This is an optimization exercise on Yosys and OpenROAD, whose aim is small area, a short achievable clock period and few clock cycles per item, not a production implementation.
RTL that was checked went through simulation tests only; none was proved equivalent to the original.
The RTL of run 2 was laid out without a check of its function.

==> flow/design.v, too long to show whole: its modules and the start of the top module <==
// module mult32x32_fast: 1862 lines
// module mfa: 4 lines
// module mha: 4 lines
// module mpg: 4 lines
// module mgpa: 4 lines
// module mgpb: 4 lines
// module mga: 3 lines
// module mgb: 3 lines
// module mencm: 10 lines
// module mencm0: 9 lines
// module mmx: 3 lines
// module menc: 4 lines
// module mbpp: 3 lines
module mult32x32_fast (
    input logic clk,
    input logic reset,
    input logic start,
    input logic [31:0] a,
    input logic [31:0] b,
    output logic busy,
    output logic [63:0] product
);
  // ...
==> flow/flow/run.sh <==
#!/bin/bash
# Own layout flow: the standard synthesis and layout (standard.sh), with two changes:
#  - before floorplanning, every combinational cell of the synthesized netlist is set to
#    the smallest drive strength of its footprint (flow/resize.py); registers are untouched,
#    and the layout's repair steps size cells up again where needed;
#  - ports are buffered with buf_2 instead of the default port buffer.
# Each tool's output goes to a log file in this folder.
set -euo pipefail
R=orfs/results/sky130hd/mult32x32_fast/base
export BUFFER_PORTS_ARGS="-buffer_cell sky130_fd_sc_hd__buf_2"
bash standard.sh synth > synth.log 2>&1
python3 flow/resize.py "$FLOW_HOME/platforms/sky130hd/lib/sky130_fd_sc_hd__tt_025C_1v80.lib" $R/1_2_yosys.v > resize.log 2>&1
touch $R/1_2_yosys.v
bash standard.sh > layout.log 2>&1
==> flow/flow/resize.py <==
#!/usr/bin/env python3
"""Set every combinational cell of the synthesized netlist to the smallest cell of its
footprint (the same function and pins, the lowest drive strength). Flip-flops, latches and
tie cells are left as synthesis made them. The layout's own repair steps size cells up
again where slew, capacitance or timing need it.
usage: resize.py LIBERTY NETLIST"""
import re, sys, collections
lib, path = sys.argv[1], sys.argv[2]
area, foot, seq = {}, {}, set()
cur = None
for line in open(lib):
    m = re.search(r'^\s*cell\s*\(\s*"?(sky130_fd_sc_hd__\w+)"?\s*\)', line)
    if m:
        cur = m.group(1); continue
    if cur is None:
        continue
    m = re.search(r'^\s*area\s*:\s*([\d.]+)', line)
    if m: area[cur] = float(m.group(1))
    m = re.search(r'cell_footprint\s*:\s*"([^"]+)"', line)
    if m: foot[cur] = m.group(1)
    if re.search(r'^\s*(ff|latch|statetable)\s*\(', line): seq.add(cur)
best = {}
for c, f in foot.items():
    if c in seq or "lpflow" in c or "probe" in c or c not in area:
        continue
    if f not in best or area[c] < area[best[f]]:
        best[f] = c
text = open(path).read()
used = collections.Counter(re.findall(r'^\s*(sky130_fd_sc_hd__\w+)\s', text, re.M))
for c, n in sorted(used.items()):
    if c in seq or c not in foot or "conb" in c:
        continue
    b = best.get(foot[c])
    if b and b != c and area[b] < area[c]:
        text = re.sub(r'(^\s*)%s(\s)' % c, r'\g<1>%s\g<2>' % b, text, flags=re.M)
        print(f"{c} -> {b}: {n}")
open(path, "w").write(text)
==> flow/standard.sh <==
#!/bin/bash
# synth_recipe.tcl (not shown) runs the flow's synth.tcl, then flattens the netlist and writes it again
# the make line also repeats each setting of config.mk as NAME=value (left out here)
make -C /OpenROAD-flow-scripts/flow DESIGN_CONFIG=/design/flow/config.mk WORK_HOME=/design/flow/orfs CLKGATE_MAP_FILE= SYNTH_SCRIPT=/design/flow/synth_recipe.tcl "${@:-finish}"
==> flow/config.mk <==
export PLATFORM = sky130hd
export DESIGN_NAME = mult32x32_fast
export DESIGN_NICKNAME = mult32x32_fast
export VERILOG_FILES = /design/flow/design.v
export SDC_FILE = /design/flow/constraint.sdc
export NUM_CORES = 4
export LEC_CHECK = 0
export CAP_MARGIN = 20
export CORE_MARGIN = 2
export CORE_UTILIZATION = 40
export SETUP_SLACK_MARGIN = 2.5
export SLEW_MARGIN = 20
export SYNTH_HIERARCHICAL = 1
export SYNTH_MINIMUM_KEEP_SIZE = 0
export TNS_END_PERCENT = 0
==> flow/constraint.sdc <==
create_clock -name core_clock -period 10.0 [get_ports {clk}]
set_input_delay 2.0000 -clock core_clock [delete_from_list [all_inputs] [get_ports {clk}]]
set_output_delay 2.0000 -clock core_clock [all_outputs]
set_load 0.01 [all_outputs]
==> flow_metrics.env, run 1 <==
export IMPL_routabilityCongestion=0.934
export IMPL_grt_total_usage=0.292
export IMPL_cp_required_ns=10.09
export IMPL_postCtsHoldBufs=0
export IMPL_multi_input_area_um2=15800
export IMPL_signal_buffers=161
export IMPL_reg_top3="H: 48 flops, L: 16 flops"
export IMPL_clock_sinks=66
export IMPL_hold_viol_final=0
export IMPL_postRouteAntennaNets=0
export IMPL_layout_commonest_cell="xnor2_1"
export IMPL_maxCapViolations=0
export IMPL_dp_cells=2541
export IMPL_postCtsSetupBuffers=0
export IMPL_holdWs_ns=0.463
export IMPL_wl_per_cell_um=25.2
export IMPL_synthCells=1824
export IMPL_syn_area_um2=17400
export IMPL_max_slew_margin_rel=0.345
export IMPL_status="no timing/DRC/antenna violations"
export IMPL_dr_pass1_iters=6
export IMPL_ys_warn_count=7
export IMPL_clkbuf_count=9
export IMPL_grt_setup_unrepaired="yes"
export IMPL_top_register="H"
export IMPL_end_kind="flip-flop"
export IMPL_placed_area_um2=18800
export IMPL_cts_buffers=9
export IMPL_final_cells=2575
export IMPL_finalSetupViolCount=0
export IMPL_hold_path_cell_count=0
export IMPL_coreArea_um2=43000
export IMPL_dr_max_layer_used="met4"
export IMPL_cts_tree="yes"
export IMPL_reg2reg_to="H[46]$_DFFE_PP_"
export IMPL_die_height_um=212
Testbench counts, summed over its fixed seeds: cycles 4,794, items 3,200.
==> run 2, diff against run 1 <==
--- a/flow/design.v
+++ b/flow/design.v
@@ -9,23 +9,24 @@
 );
 logic [47:0] H;
 logic [15:0] L;
 logic two;
 wire go = start & ~busy;
 wire [15:0] m = busy ? b[31:16] : b[15:0];
 wire [31:0] acc = busy ? H[47:16] : 32'd0;
 wire one0_0, two0_0, neg0_0;
-mencm0 ue0_0 (.s(busy), .l2(b[1]), .l1(b[0]), .h2(b[17]), .h1(b[16]), .one(one0_0), .two(two0_0), .neg(neg0_0));
+mencm ue0_0 (.s(busy), .l2(b[1]), .l1(b[0]), .l0(1'b0), .h2(b[17]), .h1(b[16]), .h0(1'b0), .one(one0_0), .two(two0_0), .neg(neg0_0));
 wire one0_1, two0_1, neg0_1;
-mencm0 ue0_1 (.s(busy), .l2(b[1]), .l1(b[0]), .h2(b[17]), .h1(b[16]), .one(one0_1), .two(two0_1), .neg(neg0_1));
+mencm ue0_1 (.s(busy), .l2(b[1]), .l1(b[0]), .l0(1'b0), .h2(b[17]), .h1(b[16]), .h0(1'b0), .one(one0_1), .two(two0_1), .neg(neg0_1));
 wire one0_2, two0_2, neg0_2;
-mencm0 ue0_2 (.s(busy), .l2(b[1]), .l1(b[0]), .h2(b[17]), .h1(b[16]), .one(one0_2), .two(two0_2), .neg(neg0_2));
+mencm ue0_2 (.s(busy), .l2(b[1]), .l1(b[0]), .l0(1'b0), .h2(b[17]), .h1(b[16]), .h0(1'b0), .one(one0_2), .two(two0_2), .neg(neg0_2));
 wire neg0 = neg0_0;
-wire pp0_0 = ((one0_0 & a[0]) | (two0_0 & 1'b0)) ^ neg0;
+wire pp0_0;
+mbpp upp0_0 (.one(one0_0), .two(two0_0), .neg(neg0_0), .aj(a[0]), .ajm(1'b0), .p(pp0_0));
 wire pp0_1;
 mbpp upp0_1 (.one(one0_0), .two(two0_0), .neg(neg0_0), .aj(a[1]), .ajm(a[0]), .p(pp0_1));
 wire pp0_2;
 mbpp upp0_2 (.one(one0_0), .two(two0_0), .neg(neg0_0), .aj(a[2]), .ajm(a[1]), .p(pp0_2));
 wire pp0_3;
 mbpp upp0_3 (.one(one0_0), .two(two0_0), .neg(neg0_0), .aj(a[3]), .ajm(a[2]), .p(pp0_3));
 wire pp0_4;
 mbpp upp0_4 (.one(one0_0), .two(two0_0), .neg(neg0_0), .aj(a[4]), .ajm(a[3]), .p(pp0_4));
@@ -78,26 +79,28 @@
 wire pp0_28;
 mbpp upp0_28 (.one(one0_2), .two(two0_2), .neg(neg0_2), .aj(a[28]), .ajm(a[27]), .p(pp0_28));
 wire pp0_29;
 mbpp upp0_29 (.one(one0_2), .two(two0_2), .neg(neg0_2), .aj(a[29]), .ajm(a[28]), .p(pp0_29));
 wire pp0_30;
 mbpp upp0_30 (.one(one0_2), .two(two0_2), .neg(neg0_2), .aj(a[30]), .ajm(a[29]), .p(pp0_30));
 wire pp0_31;
 mbpp upp0_31 (.one(one0_2), .two(two0_2), .neg(neg0_2), .aj(a[31]), .ajm(a[30]), .p(pp0_31));
-wire pp0_32 = ((one0_2 & 1'b0) | (two0_2 & a[31])) ^ neg0;
+wire pp0_32;
+mbpp upp0_32 (.one(one0_2), .two(two0_2), .neg(neg0_2), .aj(1'b0), .ajm(a[31]), .p(pp0_32));
 wire sn0 = ~neg0;
 wire one1_0, two1_0, neg1_0;
 mencm ue1_0 (.s(busy), .l2(b[3]), .l1(b[2]), .l0(b[1]), .h2(b[19]), .h1(b[18]), .h0(b[17]), .one(one1_0), .two(two1_0), .neg(neg1_0));
 wire one1_1, two1_1, neg1_1;
 mencm ue1_1 (.s(busy), .l2(b[3]), .l1(b[2]), .l0(b[1]), .h2(b[19]), .h1(b[18]), .h0(b[17]), .one(one1_1), .two(two1_1), .neg(neg1_1));
 wire one1_2, two1_2, neg1_2;
 mencm ue1_2 (.s(busy), .l2(b[3]), .l1(b[2]), .l0(b[1]), .h2(b[19]), .h1(b[18]), .h0(b[17]), .one(one1_2), .two(two1_2), .neg(neg1_2));
 wire neg1 = neg1_0;
-wire pp1_0 = ((one1_0 & a[0]) | (two1_0 & 1'b0)) ^ neg1;
+wire pp1_0;
+mbpp upp1_0 (.one(one1_0), .two(two1_0), .neg(neg1_0), .aj(a[0]), .ajm(1'b0), .p(pp1_0));
 wire pp1_1;
 mbpp upp1_1 (.one(one1_0), .two(two1_0), .neg(neg1_0), .aj(a[1]), .ajm(a[0]), .p(pp1_1));
 wire pp1_2;
 mbpp upp1_2 (.one(one1_0), .two(two1_0), .neg(neg1_0), .aj(a[2]), .ajm(a[1]), .p(pp1_2));
 wire pp1_3;
 mbpp upp1_3 (.one(one1_0), .two(two1_0), .neg(neg1_0), .aj(a[3]), .ajm(a[2]), .p(pp1_3));
 wire pp1_4;
 mbpp upp1_4 (.one(one1_0), .two(two1_0), .neg(neg1_0), .aj(a[4]), .ajm(a[3]), .p(pp1_4));
@@ -150,26 +153,28 @@
 wire pp1_28;
 mbpp upp1_28 (.one(one1_2), .two(two1_2), .neg(neg1_2), .aj(a[28]), .ajm(a[27]), .p(pp1_28));
 wire pp1_29;
 mbpp upp1_29 (.one(one1_2), .two(two1_2), .neg(neg1_2), .aj(a[29]), .ajm(a[28]), .p(pp1_29));
 wire pp1_30;
 mbpp upp1_30 (.one(one1_2), .two(two1_2), .neg(neg1_2), .aj(a[30]), .ajm(a[29]), .p(pp1_30));
 wire pp1_31;
 mbpp upp1_31 (.one(one1_2), .two(two1_2), .neg(neg1_2), .aj(a[31]), .ajm(a[30]), .p(pp1_31));
-wire pp1_32 = ((one1_2 & 1'b0) | (two1_2 & a[31])) ^ neg1;
+wire pp1_32;
+mbpp upp1_32 (.one(one1_2), .two(two1_2), .neg(neg1_2), .aj(1'b0), .ajm(a[31]), .p(pp1_32));
 wire sn1 = ~neg1;
 wire one2_0, two2_0, neg2_0;
 mencm ue2_0 (.s(busy), .l2(b[5]), .l1(b[4]), .l0(b[3]), .h2(b[21]), .h1(b[20]), .h0(b[19]), .one(one2_0), .two(two2_0), .neg(neg2_0));
 wire one2_1, two2_1, neg2_1;
 mencm ue2_1 (.s(busy), .l2(b[5]), .l1(b[4]), .l0(b[3]), .h2(b[21]), .h1(b[20]), .h0(b[19]), .one(one2_1), .two(two2_1), .neg(neg2_1));
 wire one2_2, two2_2, neg2_2;
 mencm ue2_2 (.s(busy), .l2(b[5]), .l1(b[4]), .l0(b[3]), .h2(b[21]), .h1(b[20]), .h0(b[19]), .one(one2_2), .two(two2_2), .neg(neg2_2));
 wire neg2 = neg2_0;
-wire pp2_0 = ((one2_0 & a[0]) | (two2_0 & 1'b0)) ^ neg2;
+wire pp2_0;
+mbpp upp2_0 (.one(one2_0), .two(two2_0), .neg(neg2_0), .aj(a[0]), .ajm(1'b0), .p(pp2_0));
 wire pp2_1;
 mbpp upp2_1 (.one(one2_0), .two(two2_0), .neg(neg2_0), .aj(a[1]), .ajm(a[0]), .p(pp2_1));
 wire pp2_2;
 mbpp upp2_2 (.one(one2_0), .two(two2_0), .neg(neg2_0), .aj(a[2]), .ajm(a[1]), .p(pp2_2));
 wire pp2_3;
 mbpp upp2_3 (.one(one2_0), .two(two2_0), .neg(neg2_0), .aj(a[3]), .ajm(a[2]), .p(pp2_3));
 wire pp2_4;
 mbpp upp2_4 (.one(one2_0), .two(two2_0), .neg(neg2_0), .aj(a[4]), .ajm(a[3]), .p(pp2_4));
@@ -222,26 +227,28 @@
 wire pp2_28;
 mbpp upp2_28 (.one(one2_2), .two(two2_2), .neg(neg2_2), .aj(a[28]), .ajm(a[27]), .p(pp2_28));
 wire pp2_29;
 mbpp upp2_29 (.one(one2_2), .two(two2_2), .neg(neg2_2), .aj(a[29]), .ajm(a[28]), .p(pp2_29));
 wire pp2_30;
 mbpp upp2_30 (.one(one2_2), .two(two2_2), .neg(neg2_2), .aj(a[30]), .ajm(a[29]), .p(pp2_30));
 wire pp2_31;
 mbpp upp2_31 (.one(one2_2), .two(two2_2), .neg(neg2_2), .aj(a[31]), .ajm(a[30]), .p(pp2_31));
-wire pp2_32 = ((one2_2 & 1'b0) | (two2_2 & a[31])) ^ neg2;
+wire pp2_32;
+mbpp upp2_32 (.one(one2_2), .two(two2_2), .neg(neg2_2), .aj(1'b0), .ajm(a[31]), .p(pp2_32));
 wire sn2 = ~neg2;
 wire one3_0, two3_0, neg3_0;
 mencm ue3_0 (.s(busy), .l2(b[7]), .l1(b[6]), .l0(b[5]), .h2(b[23]), .h1(b[22]), .h0(b[21]), .one(one3_0), .two(two3_0), .neg(neg3_0));
 wire one3_1, two3_1, neg3_1;
 mencm ue3_1 (.s(busy), .l2(b[7]), .l1(b[6]), .l0(b[5]), .h2(b[23]), .h1(b[22]), .h0(b[21]), .one(one3_1), .two(two3_1), .neg(neg3_1));
 wire one3_2, two3_2, neg3_2;
 mencm ue3_2 (.s(busy), .l2(b[7]), .l1(b[6]), .l0(b[5]), .h2(b[23]), .h1(b[22]), .h0(b[21]), .one(one3_2), .two(two3_2), .neg(neg3_2));
 wire neg3 = neg3_0;
-wire pp3_0 = ((one3_0 & a[0]) | (two3_0 & 1'b0)) ^ neg3;
+wire pp3_0;
+mbpp upp3_0 (.one(one3_0), .two(two3_0), .neg(neg3_0), .aj(a[0]), .ajm(1'b0), .p(pp3_0));
 wire pp3_1;
 mbpp upp3_1 (.one(one3_0), .two(two3_0), .neg(neg3_0), .aj(a[1]), .ajm(a[0]), .p(pp3_1));
 wire pp3_2;
 mbpp upp3_2 (.one(one3_0), .two(two3_0), .neg(neg3_0), .aj(a[2]), .ajm(a[1]), .p(pp3_2));
 wire pp3_3;
 mbpp upp3_3 (.one(one3_0), .two(two3_0), .neg(neg3_0), .aj(a[3]), .ajm(a[2]), .p(pp3_3));
 wire pp3_4;
 mbpp upp3_4 (.one(one3_0), .two(two3_0), .neg(neg3_0), .aj(a[4]), .ajm(a[3]), .p(pp3_4));
@@ -294,26 +301,28 @@
 wire pp3_28;
 mbpp upp3_28 (.one(one3_2), .two(two3_2), .neg(neg3_2), .aj(a[28]), .ajm(a[27]), .p(pp3_28));
 wire pp3_29;
 mbpp upp3_29 (.one(one3_2), .two(two3_2), .neg(neg3_2), .aj(a[29]), .ajm(a[28]), .p(pp3_29));
 wire pp3_30;
 mbpp upp3_30 (.one(one3_2), .two(two3_2), .neg(neg3_2), .aj(a[30]), .ajm(a[29]), .p(pp3_30));
 wire pp3_31;
 mbpp upp3_31 (.one(one3_2), .two(two3_2), .neg(neg3_2), .aj(a[31]), .ajm(a[30]), .p(pp3_31));
-wire pp3_32 = ((one3_2 & 1'b0) | (two3_2 & a[31])) ^ neg3;
+wire pp3_32;
+mbpp upp3_32 (.one(one3_2), .two(two3_2), .neg(neg3_2), .aj(1'b0), .ajm(a[31]), .p(pp3_32));
 wire sn3 = ~neg3;
 wire one4_0, two4_0, neg4_0;
 mencm ue4_0 (.s(busy), .l2(b[9]), .l1(b[8]), .l0(b[7]), .h2(b[25]), .h1(b[24]), .h0(b[23]), .one(one4_0), .two(two4_0), .neg(neg4_0));
 wire one4_1, two4_1, neg4_1;
 mencm ue4_1 (.s(busy), .l2(b[9]), .l1(b[8]), .l0(b[7]), .h2(b[25]), .h1(b[24]), .h0(b[23]), .one(one4_1), .two(two4_1), .neg(neg4_1));
 wire one4_2, two4_2, neg4_2;
 mencm ue4_2 (.s(busy), .l2(b[9]), .l1(b[8]), .l0(b[7]), .h2(b[25]), .h1(b[24]), .h0(b[23]), .one(one4_2), .two(two4_2), .neg(neg4_2));
 wire neg4 = neg4_0;
-wire pp4_0 = ((one4_0 & a[0]) | (two4_0 & 1'b0)) ^ neg4;
+wire pp4_0;
+mbpp upp4_0 (.one(one4_0), .two(two4_0), .neg(neg4_0), .aj(a[0]), .ajm(1'b0), .p(pp4_0));
 wire pp4_1;
 mbpp upp4_1 (.one(one4_0), .two(two4_0), .neg(neg4_0), .aj(a[1]), .ajm(a[0]), .p(pp4_1));
 wire pp4_2;
 mbpp upp4_2 (.one(one4_0), .two(two4_0), .neg(neg4_0), .aj(a[2]), .ajm(a[1]), .p(pp4_2));
 wire pp4_3;
 mbpp upp4_3 (.one(one4_0), .two(two4_0), .neg(neg4_0), .aj(a[3]), .ajm(a[2]), .p(pp4_3));
 wire pp4_4;
 mbpp upp4_4 (.one(one4_0), .two(two4_0), .neg(neg4_0), .aj(a[4]), .ajm(a[3]), .p(pp4_4));
@@ -366,26 +375,28 @@
 wire pp4_28;
 mbpp upp4_28 (.one(one4_2), .two(two4_2), .neg(neg4_2), .aj(a[28]), .ajm(a[27]), .p(pp4_28));
 wire pp4_29;
 mbpp upp4_29 (.one(one4_2), .two(two4_2), .neg(neg4_2), .aj(a[29]), .ajm(a[28]), .p(pp4_29));
 wire pp4_30;
 mbpp upp4_30 (.one(one4_2), .two(two4_2), .neg(neg4_2), .aj(a[30]), .ajm(a[29]), .p(pp4_30));
 wire pp4_31;
 mbpp upp4_31 (.one(one4_2), .two(two4_2), .neg(neg4_2), .aj(a[31]), .ajm(a[30]), .p(pp4_31));
-wire pp4_32 = ((one4_2 & 1'b0) | (two4_2 & a[31])) ^ neg4;
+wire pp4_32;
+mbpp upp4_32 (.one(one4_2), .two(two4_2), .neg(neg4_2), .aj(1'b0), .ajm(a[31]), .p(pp4_32));
 wire sn4 = ~neg4;
 wire one5_0, two5_0, neg5_0;
 mencm ue5_0 (.s(busy), .l2(b[11]), .l1(b[10]), .l0(b[9]), .h2(b[27]), .h1(b[26]), .h0(b[25]), .one(one5_0), .two(two5_0), .neg(neg5_0));
 wire one5_1, two5_1, neg5_1;
 mencm ue5_1 (.s(busy), .l2(b[11]), .l1(b[10]), .l0(b[9]), .h2(b[27]), .h1(b[26]), .h0(b[25]), .one(one5_1), .two(two5_1), .neg(neg5_1));
 wire one5_2, two5_2, neg5_2;
 mencm ue5_2 (.s(busy), .l2(b[11]), .l1(b[10]), .l0(b[9]), .h2(b[27]), .h1(b[26]), .h0(b[25]), .one(one5_2), .two(two5_2), .neg(neg5_2));
 wire neg5 = neg5_0;
-wire pp5_0 = ((one5_0 & a[0]) | (two5_0 & 1'b0)) ^ neg5;
+wire pp5_0;
+mbpp upp5_0 (.one(one5_0), .two(two5_0), .neg(neg5_0), .aj(a[0]), .ajm(1'b0), .p(pp5_0));
 wire pp5_1;
 mbpp upp5_1 (.one(one5_0), .two(two5_0), .neg(neg5_0), .aj(a[1]), .ajm(a[0]), .p(pp5_1));
 wire pp5_2;
 mbpp upp5_2 (.one(one5_0), .two(two5_0), .neg(neg5_0), .aj(a[2]), .ajm(a[1]), .p(pp5_2));
 wire pp5_3;
 mbpp upp5_3 (.one(one5_0), .two(two5_0), .neg(neg5_0), .aj(a[3]), .ajm(a[2]), .p(pp5_3));
 wire pp5_4;
 mbpp upp5_4 (.one(one5_0), .two(two5_0), .neg(neg5_0), .aj(a[4]), .ajm(a[3]), .p(pp5_4));
@@ -438,26 +449,28 @@
 wire pp5_28;
 mbpp upp5_28 (.one(one5_2), .two(two5_2), .neg(neg5_2), .aj(a[28]), .ajm(a[27]), .p(pp5_28));
 wire pp5_29;
 mbpp upp5_29 (.one(one5_2), .two(two5_2), .neg(neg5_2), .aj(a[29]), .ajm(a[28]), .p(pp5_29));
 wire pp5_30;
 mbpp upp5_30 (.one(one5_2), .two(two5_2), .neg(neg5_2), .aj(a[30]), .ajm(a[29]), .p(pp5_30));
 wire pp5_31;
 mbpp upp5_31 (.one(one5_2), .two(two5_2), .neg(neg5_2), .aj(a[31]), .ajm(a[30]), .p(pp5_31));
-wire pp5_32 = ((one5_2 & 1'b0) | (two5_2 & a[31])) ^ neg5;
+wire pp5_32;
+mbpp upp5_32 (.one(one5_2), .two(two5_2), .neg(neg5_2), .aj(1'b0), .ajm(a[31]), .p(pp5_32));
 wire sn5 = ~neg5;
 wire one6_0, two6_0, neg6_0;
 mencm ue6_0 (.s(busy), .l2(b[13]), .l1(b[12]), .l0(b[11]), .h2(b[29]), .h1(b[28]), .h0(b[27]), .one(one6_0), .two(two6_0), .neg(neg6_0));
 wire one6_1, two6_1, neg6_1;
 mencm ue6_1 (.s(busy), .l2(b[13]), .l1(b[12]), .l0(b[11]), .h2(b[29]), .h1(b[28]), .h0(b[27]), .one(one6_1), .two(two6_1), .neg(neg6_1));
 wire one6_2, two6_2, neg6_2;
 mencm ue6_2 (.s(busy), .l2(b[13]), .l1(b[12]), .l0(b[11]), .h2(b[29]), .h1(b[28]), .h0(b[27]), .one(one6_2), .two(two6_2), .neg(neg6_2));
 wire neg6 = neg6_0;
-wire pp6_0 = ((one6_0 & a[0]) | (two6_0 & 1'b0)) ^ neg6;
+wire pp6_0;
+mbpp upp6_0 (.one(one6_0), .two(two6_0), .neg(neg6_0), .aj(a[0]), .ajm(1'b0), .p(pp6_0));
 wire pp6_1;
 mbpp upp6_1 (.one(one6_0), .two(two6_0), .neg(neg6_0), .aj(a[1]), .ajm(a[0]), .p(pp6_1));
 wire pp6_2;
 mbpp upp6_2 (.one(one6_0), .two(two6_0), .neg(neg6_0), .aj(a[2]), .ajm(a[1]), .p(pp6_2));
 wire pp6_3;
 mbpp upp6_3 (.one(one6_0), .two(two6_0), .neg(neg6_0), .aj(a[3]), .ajm(a[2]), .p(pp6_3));
 wire pp6_4;
 mbpp upp6_4 (.one(one6_0), .two(two6_0), .neg(neg6_0), .aj(a[4]), .ajm(a[3]), .p(pp6_4));
@@ -510,26 +523,28 @@
 wire pp6_28;
 mbpp upp6_28 (.one(one6_2), .two(two6_2), .neg(neg6_2), .aj(a[28]), .ajm(a[27]), .p(pp6_28));
 wire pp6_29;
 mbpp upp6_29 (.one(one6_2), .two(two6_2), .neg(neg6_2), .aj(a[29]), .ajm(a[28]), .p(pp6_29));
 wire pp6_30;
 mbpp upp6_30 (.one(one6_2), .two(two6_2), .neg(neg6_2), .aj(a[30]), .ajm(a[29]), .p(pp6_30));
 wire pp6_31;
 mbpp upp6_31 (.one(one6_2), .two(two6_2), .neg(neg6_2), .aj(a[31]), .ajm(a[30]), .p(pp6_31));
-wire pp6_32 = ((one6_2 & 1'b0) | (two6_2 & a[31])) ^ neg6;
+wire pp6_32;
+mbpp upp6_32 (.one(one6_2), .two(two6_2), .neg(neg6_2), .aj(1'b0), .ajm(a[31]), .p(pp6_32));
 wire sn6 = ~neg6;
 wire one7_0, two7_0, neg7_0;
 mencm ue7_0 (.s(busy), .l2(b[15]), .l1(b[14]), .l0(b[13]), .h2(b[31]), .h1(b[30]), .h0(b[29]), .one(one7_0), .two(two7_0), .neg(neg7_0));
 wire one7_1, two7_1, neg7_1;
 mencm ue7_1 (.s(busy), .l2(b[15]), .l1(b[14]), .l0(b[13]), .h2(b[31]), .h1(b[30]), .h0(b[29]), .one(one7_1), .two(two7_1), .neg(neg7_1));
 wire one7_2, two7_2, neg7_2;
 mencm ue7_2 (.s(busy), .l2(b[15]), .l1(b[14]), .l0(b[13]), .h2(b[31]), .h1(b[30]), .h0(b[29]), .one(one7_2), .two(two7_2), .neg(neg7_2));
 wire neg7 = neg7_0;
-wire pp7_0 = ((one7_0 & a[0]) | (two7_0 & 1'b0)) ^ neg7;
+wire pp7_0;
+mbpp upp7_0 (.one(one7_0), .two(two7_0), .neg(neg7_0), .aj(a[0]), .ajm(1'b0), .p(pp7_0));
 wire pp7_1;
 mbpp upp7_1 (.one(one7_0), .two(two7_0), .neg(neg7_0), .aj(a[1]), .ajm(a[0]), .p(pp7_1));
 wire pp7_2;
 mbpp upp7_2 (.one(one7_0), .two(two7_0), .neg(neg7_0), .aj(a[2]), .ajm(a[1]), .p(pp7_2));
 wire pp7_3;
 mbpp upp7_3 (.one(one7_0), .two(two7_0), .neg(neg7_0), .aj(a[3]), .ajm(a[2]), .p(pp7_3));
 wire pp7_4;
 mbpp upp7_4 (.one(one7_0), .two(two7_0), .neg(neg7_0), .aj(a[4]), .ajm(a[3]), .p(pp7_4));
@@ -582,17 +597,18 @@
 wire pp7_28;
 mbpp upp7_28 (.one(one7_2), .two(two7_2), .neg(neg7_2), .aj(a[28]), .ajm(a[27]), .p(pp7_28));
 wire pp7_29;
 mbpp upp7_29 (.one(one7_2), .two(two7_2), .neg(neg7_2), .aj(a[29]), .ajm(a[28]), .p(pp7_29));
 wire pp7_30;
 mbpp upp7_30 (.one(one7_2), .two(two7_2), .neg(neg7_2), .aj(a[30]), .ajm(a[29]), .p(pp7_30));
 wire pp7_31;
 mbpp upp7_31 (.one(one7_2), .two(two7_2), .neg(neg7_2), .aj(a[31]), .ajm(a[30]), .p(pp7_31));
-wire pp7_32 = ((one7_2 & 1'b0) | (two7_2 & a[31])) ^ neg7;
+wire pp7_32;
+mbpp upp7_32 (.one(one7_2), .two(two7_2), .neg(neg7_2), .aj(1'b0), .ajm(a[31]), .p(pp7_32));
 wire sn7 = ~neg7;
 wire mt0;
 mmx umt0 (.s(busy), .x(b[15]), .y(b[31]), .o(mt0));
 wire pt0 = a[0] & mt0;
 wire pt1 = a[1] & mt0;
 wire pt2 = a[2] & mt0;
 wire pt3 = a[3] & mt0;
 wire pt4 = a[4] & mt0;
@@ -1040,34 +1056,34 @@
 wire s409, c410;
 mfa us409 (.x(s401), .y(s403), .z(s405), .s(s409), .c(c410));
 wire s411, c412;
 mfa us411 (.x(c392), .y(c394), .z(s407), .s(s411), .c(c412));
 wire s413, c414;
 mfa us413 (.x(s409), .y(c396), .z(s411), .s(s413), .c(c414));
 wire s415, c416;
 mha us415 (.x(c398), .y(s413), .s(s415), .c(c416));
-wire s417 = ~(sn0 ^ pp1_31);
-wire c418 = sn0 | pp1_31;
+wire s417, c418;
+mfa us417 (.x(1'b1), .y(sn0), .z(pp1_31), .s(s417), .c(c418));
 wire s419, c420;
 mfa us419 (.x(pp2_29), .y(pp3_27), .z(pp4_25), .s(s419), .c(c420));
 wire s421, c422;
 mfa us421 (.x(pp5_23), .y(pp6_21), .z(pp7_19), .s(s421), .c(c422));
 wire s423, c424;
 mfa us423 (.x(pt17), .y(c402), .z(c404), .s(s423), .c(c424));
 wire s425, c426;
 mfa us425 (.x(c406), .y(s417), .z(s419), .s(s425), .c(c426));
 wire s427, c428;
 mfa us427 (.x(s421), .y(c408), .z(c410), .s(s427), .c(c428));
 wire s429, c430;
 mfa us429 (.x(s423), .y(s425), .z(c412), .s(s429), .c(c430));
 wire s431, c432;
 mfa us431 (.x(s427), .y(c414), .z(s429), .s(s431), .c(c432));
-wire s433 = ~(pp1_32 ^ pp2_30);
-wire c434 = pp1_32 | pp2_30;
+wire s433, c434;
+mfa us433 (.x(1'b1), .y(pp1_32), .z(pp2_30), .s(s433), .c(c434));
 wire s435, c436;
 mfa us435 (.x(pp3_28), .y(pp4_26), .z(pp5_24), .s(s435), .c(c436));
 wire s437, c438;
 mfa us437 (.x(pp6_22), .y(pp7_20), .z(pt18), .s(s437), .c(c438));
 wire s439, c440;
 mfa us439 (.x(c418), .y(c420), .z(c422), .s(s439), .c(c440));
 wire s441, c442;
 mfa us441 (.x(s433), .y(s435), .z(s437), .s(s441), .c(c442));
@@ -1086,18 +1102,18 @@
 wire s455, c456;
 mfa us455 (.x(c436), .y(c438), .z(s449), .s(s455), .c(c456));
 wire s457, c458;
 mfa us457 (.x(s451), .y(c440), .z(c442), .s(s457), .c(c458));
 wire s459, c460;
 mfa us459 (.x(s453), .y(s455), .z(c444), .s(s459), .c(c460));
 wire s461, c462;
 mfa us461 (.x(s457), .y(c446), .z(s459), .s(s461), .c(c462));
-wire s463 = ~(pp2_32 ^ pp3_30);
-wire c464 = pp2_32 | pp3_30;
+wire s463, c464;
+mfa us463 (.x(1'b1), .y(pp2_32), .z(pp3_30), .s(s463), .c(c464));
 wire s465, c466;
 mfa us465 (.x(pp4_28), .y(pp5_26), .z(pp6_24), .s(s465), .c(c466));
 wire s467, c468;
 mfa us467 (.x(pp7_22), .y(pt20), .z(c450), .s(s467), .c(c468));
 wire s469, c470;
 mfa us469 (.x(c452), .y(s463), .z(s465), .s(s469), .c(c470));
 wire s471, c472;
 mfa us471 (.x(c454), .y(c456), .z(s467), .s(s471), .c(c472));
@@ -1112,18 +1128,18 @@
 wire s481, c482;
 mfa us481 (.x(pt21), .y(c464), .z(c466), .s(s481), .c(c482));
 wire s483, c484;
 mfa us483 (.x(s477), .y(s479), .z(c468), .s(s483), .c(c484));
 wire s485, c486;
 mfa us485 (.x(c470), .y(s481), .z(c472), .s(s485), .c(c486));
 wire s487, c488;
 mfa us487 (.x(s483), .y(c474), .z(s485), .s(s487), .c(c488));
-wire s489 = ~(pp3_32 ^ pp4_30);
-wire c490 = pp3_32 | pp4_30;
+wire s489, c490;
+mfa us489 (.x(1'b1), .y(pp3_32), .z(pp4_30), .s(s489), .c(c490));
 wire s491, c492;
 mfa us491 (.x(pp5_28), .y(pp6_26), .z(pp7_24), .s(s491), .c(c492));
 wire s493, c494;
 mfa us493 (.x(pt22), .y(c478), .z(c480), .s(s493), .c(c494));
 wire s495, c496;
 mfa us495 (.x(s489), .y(s491), .z(c482), .s(s495), .c(c496));
 wire s497, c498;
 mfa us497 (.x(s493), .y(c484), .z(s495), .s(s497), .c(c498));
@@ -1134,60 +1150,60 @@
 wire s503, c504;
 mfa us503 (.x(pp6_27), .y(pp7_25), .z(pt23), .s(s503), .c(c504));
 wire s505, c506;
 mfa us505 (.x(c490), .y(c492), .z(s501), .s(s505), .c(c506));
 wire s507, c508;
 mfa us507 (.x(s503), .y(c494), .z(s505), .s(s507), .c(c508));
 wire s509, c510;
 mfa us509 (.x(c496), .y(s507), .z(c498), .s(s509), .c(c510));
-wire s511 = ~(pp4_32 ^ pp5_30);
-wire c512 = pp4_32 | pp5_30;
+wire s511, c512;
+mfa us511 (.x(1'b1), .y(pp4_32), .z(pp5_30), .s(s511), .c(c512));
 wire s513, c514;
 mfa us513 (.x(pp6_28), .y(pp7_26), .z(pt24), .s(s513), .c(c514));
 wire s515, c516;
 mfa us515 (.x(c502), .y(c504), .z(s511), .s(s515), .c(c516));
 wire s517, c518;
 mfa us517 (.x(s513), .y(c506), .z(s515), .s(s517), .c(c518));
 wire s519, c520;
 mha us519 (.x(c508), .y(s517), .s(s519), .c(c520));
 wire s521, c522;
 mfa us521 (.x(sn4), .y(pp5_31), .z(pp6_29), .s(s521), .c(c522));
 wire s523, c524;
 mfa us523 (.x(pp7_27), .y(pt25), .z(c512), .s(s523), .c(c524));
 wire s525, c526;
 mfa us525 (.x(c514), .y(s521), .z(c516), .s(s525), .c(c526));
 wire s527, c528;
 mfa us527 (.x(s523), .y(c518), .z(s525), .s(s527), .c(c528));
-wire s529 = ~(pp5_32 ^ pp6_30);
-wire c530 = pp5_32 | pp6_30;
+wire s529, c530;
+mfa us529 (.x(1'b1), .y(pp5_32), .z(pp6_30), .s(s529), .c(c530));
 wire s531, c532;
 mfa us531 (.x(pp7_28), .y(pt26), .z(c522), .s(s531), .c(c532));
 wire s533, c534;
 mfa us533 (.x(s529), .y(c524), .z(s531), .s(s533), .c(c534));
 wire s535, c536;
 mha us535 (.x(c526), .y(s533), .s(s535), .c(c536));
 wire s537, c538;
 mfa us537 (.x(sn5), .y(pp6_31), .z(pp7_29), .s(s537), .c(c538));
 wire s539, c540;
 mfa us539 (.x(pt27), .y(c530), .z(s537), .s(s539), .c(c540));
 wire s541, c542;
 mfa us541 (.x(c532), .y(s539), .z(c534), .s(s541), .c(c542));
-wire s543 = ~(pp6_32 ^ pp7_30);
-wire c544 = pp6_32 | pp7_30;
+wire s543, c544;
+mfa us543 (.x(1'b1), .y(pp6_32), .z(pp7_30), .s(s543), .c(c544));
 wire s545, c546;
 mfa us545 (.x(pt28), .y(c538), .z(s543), .s(s545), .c(c546));
 wire s547, c548;
 mha us547 (.x(c540), .y(s545), .s(s547), .c(c548));
 wire s549, c550;
 mfa us549 (.x(sn6), .y(pp7_31), .z(pt29), .s(s549), .c(c550));
 wire s551, c552;
 mfa us551 (.x(c544), .y(s549), .z(c546), .s(s551), .c(c552));
-wire s553 = ~(pp7_32 ^ pt30);
-wire c554 = pp7_32 | pt30;
+wire s553, c554;
+mfa us553 (.x(1'b1), .y(pp7_32), .z(pt30), .s(s553), .c(c554));
 wire s555, c556;
 mha us555 (.x(c550), .y(s553), .s(s555), .c(c556));
 wire s557, c558;
 mfa us557 (.x(sn7), .y(pt31), .z(c554), .s(s557), .c(c558));
 wire [47:0] ra = {c556, s555, c548, s547, c536, s535, c520, s519, c500, s499, c476, s475, c448, s447, c416, s415, c384, c368, c352, c336, c320, c304, c288, c272, c256, c240, c224, c208, c192, c176, c160, c144, c128, c112, c98, c84, s81, c60, c50, s47, s37, c24, s21, s15, s9, s7, pp0_1, s1};
 wire [47:0] rb = {s557, c552, s551, c542, s541, c528, s527, c510, s509, c488, s487, c462, s461, c432, s431, c400, s399, s383, s367, s351, s335, s319, s303, s287, s271, s255, s239, s223, s207, s191, s175, s159, s143, s127, s111, s97, s83, s71, s59, s49, s39, s31, s23, s17, s11, s5, s3, pp0_0};
 wire ag0, ap0;
 mpg upg0 (.x(ra[0]), .y(rb[0]), .g(ag0), .p(ap0));
@@ -1891,25 +1907,16 @@
 	logic b2, b1, b0;
 	assign b2 = s ? h2 : l2;
 	assign b1 = s ? h1 : l1;
 	assign b0 = s ? h0 : l0;
 	assign one = b1 ^ b0;
 	assign two = (b2 & ~b1 & ~b0) | (~b2 & b1 & b0);
 	assign neg = b2;
 endmodule
-module mencm0 (input logic s, input logic l2, input logic l1, input logic h2, input logic h1,
-               output logic one, output logic two, output logic neg);
-	logic b2, b1;
-	assign b2 = s ? h2 : l2;
-	assign b1 = s ? h1 : l1;
-	assign one = b1;
-	assign two = b2 & ~b1;
-	assign neg = b2;
-endmodule
 module mmx (input logic s, input logic x, input logic y, output logic o);
 	assign o = s ? y : x;
 endmodule
 module menc (input logic b2, input logic b1, input logic b0, output logic one, output logic two);
 	assign one = b1 ^ b0;
 	assign two = (b2 & ~b1 & ~b0) | (~b2 & b1 & b0);
 endmodule
 module mbpp (input logic one, input logic two, input logic neg, input logic aj, input logic ajm, output logic p);
==> flow/flow/run.sh (replaced) <==
#!/bin/bash
set -euo pipefail
R=orfs/results/sky130hd/mult32x32_fast/base
export BUFFER_PORTS_ARGS="-buffer_cell sky130_fd_sc_hd__buf_2"
bash standard.sh synth > synth.log 2>&1
python3 flow/resize.py $R/1_2_yosys.v > resize.log 2>&1
touch $R/1_2_yosys.v
bash standard.sh > layout.log 2>&1
==> flow/flow/resize.py (replaced) <==
#!/usr/bin/env python3
"""Change the drive strength of combinational cells in the synthesized netlist.
Only cell types listed in MAP are changed; each pair has the same function and pins."""
import re, sys
MAP = {
    "sky130_fd_sc_hd__a22oi_2": "sky130_fd_sc_hd__a22oi_1",
}
path = sys.argv[1]
text = open(path).read()
for old, new in MAP.items():
    n = len(re.findall(r"\b%s\b" % old, text))
    text = re.sub(r"\b%s\b" % old, new, text)
    print(f"{old} -> {new}: {n} instances")
open(path, "w").write(text)
==> flow/config.mk (replaced) <==
export PLATFORM = sky130hd
export DESIGN_NAME = mult32x32_fast
export DESIGN_NICKNAME = mult32x32_fast
export VERILOG_FILES = /design/flow/design.v
export SDC_FILE = /design/flow/constraint.sdc
export NUM_CORES = 4
export LEC_CHECK = 0
export CAP_MARGIN = 20
export CORE_MARGIN = 2
export CORE_UTILIZATION = 40
export SLEW_MARGIN = 20
export SYNTH_HIERARCHICAL = 1
export SYNTH_MINIMUM_KEEP_SIZE = 0
==> run 2 against run 1 <==
Global-route usage fell by 2.5 points. Clock-buffer cell count is 1 higher. Synthesized area increased by 7.1%. Worst setup slack worse by 0.65 ns. Routed wire length is 0.52% lower. Highest routed layer unchanged.
==> flow_metrics.env, run 2 <==
export IMPL_end_kind="flip-flop"
export IMPL_grt_start_max_net_pins=85
export IMPL_status="no timing/DRC/antenna violations"
export IMPL_die_height_um=220
export IMPL_arrival_ns=8.09
export IMPL_grt_pass1_vias=15700
export IMPL_dr_pass1_iters=7
export IMPL_first_iter_violations=1667
export IMPL_start_kind="input port"
export IMPL_maxCapViolations=0
export IMPL_insertion_delay_ns=0.36
export IMPL_max_slew_margin_rel=0.185
export IMPL_syn_avg_cell_area_um2=10.2
export IMPL_slew_viol_final=0
export IMPL_final_nets=2406
export IMPL_syn_to_final_growth_pct=10.7
export IMPL_antenna_found_initial=1
export IMPL_clock_sinks=66
export IMPL_num_rows=79
export IMPL_port_buffers=131
export IMPL_drcViolationCount=0
export IMPL_grt_remaining_overflow=0
export IMPL_wl_um=64700
export IMPL_grt_setup_unrepaired="no"
export IMPL_dieArea_um2=48300
export IMPL_final_cell_mix="xnor2_1, a22oi_1, fa_1"
export IMPL_postRouteAntennaNets=0
export IMPL_post_route_period_util=0.799
export IMPL_cts_resized=0
export IMPL_die_w_um=220
export IMPL_cp_required_ns=10.10
export IMPL_cts_clk_slew_worst_paths_ns=0.06
export IMPL_cts_tree="yes"
export IMPL_ff_latch_area_um2=1980
export IMPL_grt_pass1_wl_um=96900
export IMPL_path_max_fanout=18
export IMPL_hold_viol_final=0
export IMPL_tns_ns=0
export IMPL_top_usage_layer="met2"
export IMPL_postCtsSetupBuffers=0
export IMPL_grt_total_usage=0.266
export IMPL_ys_warn_count=7
export IMPL_tightest_slew_ns=1.22
export IMPL_syn_area_um2=18600
export IMPL_finalSetupViolCount=0
export IMPL_timing_fmax_mhz=125
export IMPL_critPathKind="in2reg"
export IMPL_fillers=4489
export IMPL_postCtsHoldBufs=0
export IMPL_initial_core_util=0.402
export IMPL_coreArea_um2=46300
export IMPL_dp_hpwl_um=51100
export IMPL_clock_skew_ns=0.0194
export IMPL_dp_cells=2608
export IMPL_multi_input_area_um2=16700
export IMPL_top_register="H"
export IMPL_clockBufferDepth=2
export IMPL_diodes=0
export IMPL_cts_htree_levels=3
export IMPL_ios=132
export IMPL_synthCells=1823
export IMPL_grt_use_met2=0.438
export IMPL_final_layout_size_suffix_gt1_frac=0.224
export IMPL_largest_reg_flops=48
export IMPL_vias=15700
export IMPL_use_met3=0.0413
export IMPL_vias_per_cell=5.98
export IMPL_fin_crit_ns=7.99
export IMPL_routabilityCongestion=0.940
export IMPL_gr_usage_met1=0.360
export IMPL_final_cells=2624
export IMPL_wl_per_cell_um=24.6
export IMPL_layout_commonest_cell="xnor2_1"
export IMPL_holdCritPathClass="reg2reg"
export IMPL_reg_top3="H: 48 flops, L: 16 flops"
export IMPL_cts_root_buffer="clkbuf_16"
export IMPL_cts_buffers=9
==> run 2: path summary, 6_finish.rpt <==
kind                                 from               to  slack (ns)  cells after the start
max reg2reg                busy$_DFF_PP0_  H[47]$_DFFE_PP_        2.39                     16
max in group asynchronous           reset   busy$_DFF_PP0_        8.42                      2
min reg2reg                H[0]$_DFFE_PP_   L[0]$_DFFE_PP_        0.48                      0
max                                  b[1]  H[47]$_DFFE_PP_        2.01                     18
min                        H[0]$_DFFE_PP_   L[0]$_DFFE_PP_        0.48                      0
min in group asynchronous           reset   busy$_DFF_PP0_        1.46                      2
==> run 2: layout make-up <==
type	instances	share of cell area
clock buffer	10	0.0111
multi-input combinational	1763	0.809
tap	607	0.0369
timing repair buffer	148	0.0380
clock inverter	6	0.00437
sequential	66	0.0961
inverter	24	0.00437
==> run 2: metal layers <==
| metal | vias up | wire (um) |
|---|---|---|
| met1 | 7962 | 27500 |
| met3 | 127 | 4160 |
| met5 | - | 0 |
| li1 | 6954 | - |
| met4 | 0 | 2160 |
| met2 | 659 | 30900 |
==> run 2: worst max-delay path, cell delays in order <==
cell and delay [ns]:
buf_2 0.30, a221oi_1 0.15, a31oi_1 0.75, a22oi_1 0.23, xnor2_1 0.34, fa_1 0.49, fa_1 0.43, fa_1 0.58
fa_1 0.50, ha_1 0.33, ha_1 0.40, nand2_1 0.14, nor2_1 0.27, nand2_1 0.16, o21ai_1 0.55, inv_1 0.11
o21ai_1 0.27, xor2_1 0.10
==> run 2: per-stage QoR <==
| stage | hold slack [ns] | cell area (um2) | setup slack, ns | util |
|---|---|---|---|---|
| floorplan | 0.446 | 18800 | 1.93 | - |
| CTS | 0.486 | 20600 | 1.99 | 0.444 |
| global placement | 0.459 | 20200 | 1.58 | 0.437 |
| detailed placement | 0.472 | 20200 | 1.63 | 0.437 |
| finish | 0.481 | 20600 | 2.01 | 0.445 |
| global route | 0.498 | 20600 | 1.73 | 0.445 |

port drivers added, routing unchanged:
The flow's constraints put no driver on any port. The routed layouts listed below were extracted and timed again, unchanged, in two steps.
Step 1 assumes that a clkbuf_16 drives the clock port and a buf_2 every other input.
Step 2 times the ports against the registers' clock, not the clock port: input delays grow and output delays shrink by t, the midpoint of the rising clock arrivals with the driver on.
a / b / c = ideal ports / drivers / drivers and shift; a / b = the first two.
| run | shift t [ns] | slack for setup (ns) | hold WS [ns] | clock arrival spread, ns |
|---|---|---|---|---|
| run 1 | 0.404 | 2.659 / 2.693 / 2.289 | 0.463 / 0.463 / 0.463 | 0.022 / 0.022 |
| run 2 | 0.407 | 2.007 / 2.039 / 1.632 | 0.481 / 0.481 / 0.481 | 0.019 / 0.020 |
After both steps every run listed still meets setup and hold. The setup slack of run 2, which loses most, moves by +0.032 ns with the drivers and by -0.375 ns with both steps.
